Source: an optimization exercise on an open RTL-to-GDS flow (aim: a short achievable clock period and few clock cycles). Production flows keep margins and buffers that such runs may drop. Function was checked by simulation only, so behaviour that the tests miss may differ from the original. No activity file was given, so power comes from the tool's default toggle rates.

## wip/delta
## riscv_core
module riscv_core (
    input  clock,
    input  reset,
    output [31:0] bus_address,
    input  [31:0] bus_read_data,
    output [31:0] bus_write_data,
    output [3:0]  bus_byte_enable,
    output        bus_read_enable,
    output        bus_write_enable,
    input  [31:0] inst,
    output [31:0] pc
);
    localparam [29:0] RESET_PC = 30'h00100000;  
    function automatic logic [31:0] onehot5(input logic [4:0] v);
        onehot5 = 32'b1 << v;
    endfunction
    logic [31:2] pc_f;
    logic [31:0] idx_f;       
    logic [1:0]  btb_ctr [0:31];
    logic [15:2] btb_tgt [0:31];
    logic [31:8] lb_region;
    logic        lb_v   [0:31];
    logic        lb_t   [0:31];
    logic        lb_b   [0:31];   
    logic        lb_a   [0:31];   
    logic        lb_ai  [0:31];   
    logic        lb_nj  [0:31];   
    logic        lb_j   [0:31];   
    logic        lb_bq  [0:31];   
    logic        lb_pm  [0:31];   
    logic [31:0] lb_inst[0:31];
    logic        valid_d;
    logic        fused_d;     
    logic        fused2_d;    
    logic        pair_d;      
    logic        bne_d;       
    logic [31:0] oh3_d;       
    logic [4:0]  rs3_d;
    logic [31:2] bpc_d;       
    logic [31:0] bimm_d;      
    logic        stall_r;     
    logic [31:0] inst_d;
    logic [31:0] oh1_d, oh2_d;    
    logic [31:0] oh1h_d, oh2h_d;  
    logic [31:2] pc_d, pc4_d;
    logic        pt_d;        
    logic [1:0]  ctr_d;       
    logic [31:2] ptgt_d;      
    logic        valid_x;
    logic [31:0] opa_x, opb_x;    
    logic [31:0] sha_x;           
    logic [4:0]  shl_x, shr_x;    
    logic [31:0] sd_x, rs1v_x, imm_x;
    logic [31:0] c_x;             
    logic        cf_x;            
    logic        cz_x;
    logic        fused_x, fused2_x, bne_x;
    logic        is_sum_x;    
    logic        fs_l_x;      
    logic        fs_x_x, fc_x;   
  ...
For scale: roughly 13000 cells after synthesis, about 170000 µm² of cells after synthesis.
Settings: LEC_CHECK=0, ABC_CLOCK_PERIOD_IN_PS=2500, CAP_MARGIN=40, CORE_MARGIN=2, CORE_UTILIZATION=40, PLACE_DENSITY=0.55, SETUP_SLACK_MARGIN=5, SLEW_MARGIN=40; clock period 9.0 ns.
standard.sh (not shown) runs the stock make flow with config.mk's settings and CLKGATE_MAP_FILE= SYNTH_SCRIPT=/design/flow/synth_recipe.tcl, a recipe that flattens the netlist after the stock synthesis.
==> flow/flow/run.sh <==
#!/bin/bash
# Standard layout, with timing repair aimed well below the 9 ns clock.
set -euo pipefail
bash standard.sh SETUP_SLACK_MARGIN=6.5 finish > standard_flow.log 2>&1
wip/delta finished every step from synthesis to the final layout, and the layout passed the timing, DRC and antenna checks.
Testbench counts of wip/delta, summed over its fixed seeds: cycles 116,679.
Edits applied to the flow inputs when going from wip/delta to wip/garnet:
- changing PLACE_DENSITY from 0.55 to 0.5
- changing CORE_UTILIZATION from 40 to 45
Notes after the runs:
Total wire length: wip/garnet higher than wip/delta
Note that the full die area recorded for wip/garnet amounts to 0.890 times the value seen in wip/delta.
Run comparison: wip/delta endpoint of the most critical setup path shl_x[4]$_SDFF_PN0_; wip/garnet endpoint of the most critical setup path idx_f[15]$_DFFE_PP0P_
| cell area | wip/delta vs wip/garnet | ≈ equal |
### wip/garnet -> wip/onyx
- CORE_UTILIZATION: 45 -> 40
-- flow/flow/run.sh --
<<< wip/garnet, line 4
bash standard.sh SETUP_SLACK_MARGIN=6.5 finish > standard_flow.log 2>&1
>>> wip/onyx, line 4
bash standard.sh SETUP_SLACK_MARGIN=5.0 finish > standard_flow.log 2>&1
Findings:
- Compared with wip/garnet, wip/onyx shows clock buffer count from CTS that has gone up slightly.
- As far as clock buffer instance count of the final layout is concerned, wip/onyx and wip/garnet perform about the same.
- Delta (wip/onyx minus wip/garnet): total wire length decreased about 11%, via count decreased 11800, cell area decreased 30000 µm², total power density per cell area increased 1.9 nW/µm².
- wip/onyx ends up with higher maximum number of pins on one net before global-route repair than wip/garnet does.
- wip/onyx against wip/garnet: smallest hold slack closely matched the old numbers, worst path required time lower, power saw a decrease.
The inputs of wip/pepper differ from those of wip/onyx as listed below.
-- flow/flow/run.sh --
<<< wip/onyx, line 4
bash standard.sh SETUP_SLACK_MARGIN=5.0 finish > standard_flow.log 2>&1
>>> wip/pepper, line 4
bash standard.sh SETUP_SLACK_MARGIN=7.5 finish > standard_flow.log 2>&1
Notes after the runs:
Clock latency on the worst-skew pair | wip/pepper above wip/onyx. Diff wip/onyx -> wip/pepper: post-CTS setup-driven buffer insertion count went up 1300%; footprint of the multi-input gates went up 13000 µm²; wire length after detailed routing went up about 27%. On half-perimeter wire length after detailed placement: wip/pepper sits above wip/onyx. From wip/pepper to wip/onyx, number of buffers created by CTS did not move at all. Between wip/pepper and wip/onyx, the global-route usage is higher for wip/pepper. wip/pepper reports a lower minimum clock period after layout than wip/onyx does. Taking wip/onyx over wip/pepper, the detailed-route wire length per cell ratio works out to 0.888. On fraction of power consumed by the clock network: between wip/pepper and wip/onyx, it ends up higher for wip/onyx. As far as post-cts hold buffer count goes, wip/onyx and wip/pepper are indistinguishable; the numbers are identical.
Inputs modified between wip/pepper and wip/maple:
-- flow/flow/run.sh --
<<< wip/pepper, line 4
bash standard.sh SETUP_SLACK_MARGIN=7.5 finish > standard_flow.log 2>&1
>>> wip/maple, line 4
bash standard.sh SETUP_SLACK_MARGIN=6.5 finish > standard_flow.log 2>&1
[summary]
wip/pepper → wip/maple: power per unit of standard cell area went up 5.5%, wire length went down 110000 µm, number of cells on the worst reg-to-reg path went up 1, met3 wire length went down 22%, met1 routed wirelength after detailed routing went down about 4.4%. Multi-input combinational area share (higher): wip/maple. Looking at library cell contributing the largest single delay on the critical path, the dfrtp_4 result is from wip/pepper; the or4_4 one comes from wip/maple. The fill cell instance count of the final layout in wip/maple is 1.08 times that in wip/pepper. Compared with wip/pepper, in wip/maple critical path arrival went down 130 ps; reported net switching power went down about 5%.
#### Input delta (wip/lagoon over wip/maple)
- swapping 0.5 for 0.45 in PLACE_DENSITY
==> notes.md <==
wip/lagoon finished end to end and its layout was clean on timing, DRC and antenna.
wip/lagoon vs wip/maple, met3 capacity usage during global routing went down by 0.38 points.
Compared wip/lagoon against wip/maple; post-detailed-placement cell area within noise.
Internal cell power: wip/maple vs wip/lagoon, no meaningful difference
As far as ratio of cells with drive above 1 in the final layout is concerned, wip/lagoon and wip/maple perform about the same.
For the measured slew at the worst slew-check pin, wip/lagoon came in 170 ps lower than wip/maple did.
Status: via count parity (wip/maple, wip/lagoon)
On hold slack, wip/lagoon tracks wip/maple almost exactly.
Non-filler instance count after layout: wip/lagoon vs wip/maple up 88

## separate check: timing with driven ports
How much do the figures lean on ideal ports? The routed layouts below were timed once more, with nothing changed but the port constraints.
Step 1, drivers: a clkbuf_16 drives clock and a buf_2 each remaining input, both assumed.
Step 2, shift: input delay + t, output delay - t, t = (earliest + latest rising clock arrival at the registers) / 2. This alone moves slack from input paths to output paths.
Three values: no drivers, after step 1, after step 2; two values: the first two.
run | t (ns) | setup slack, ns | worst setup path after step 2 | pins driven straight from the clock port
wip/delta | 1.147 | 5.338 / 5.328 / 4.403 | input to register | 1
wip/garnet | 1.151 | 5.222 / 5.222 / 4.543 | input to register | 1
wip/onyx | 1.126 | 4.949 / 4.923 / 3.925 | input to register | 1
wip/pepper | 1.158 | 5.299 / 5.251 / 4.546 | input to register | 1
wip/maple | 1.121 | 5.341 / 5.306 / 4.542 | input to register | 1
wip/lagoon | 1.137 | 5.314 / 5.314 / 4.381 | input to register | 1
After both steps setup and hold are still met in every run listed. For wip/onyx, which loses most, drivers alone change the setup slack by -0.026 ns; drivers and shift together by -1.024 ns.
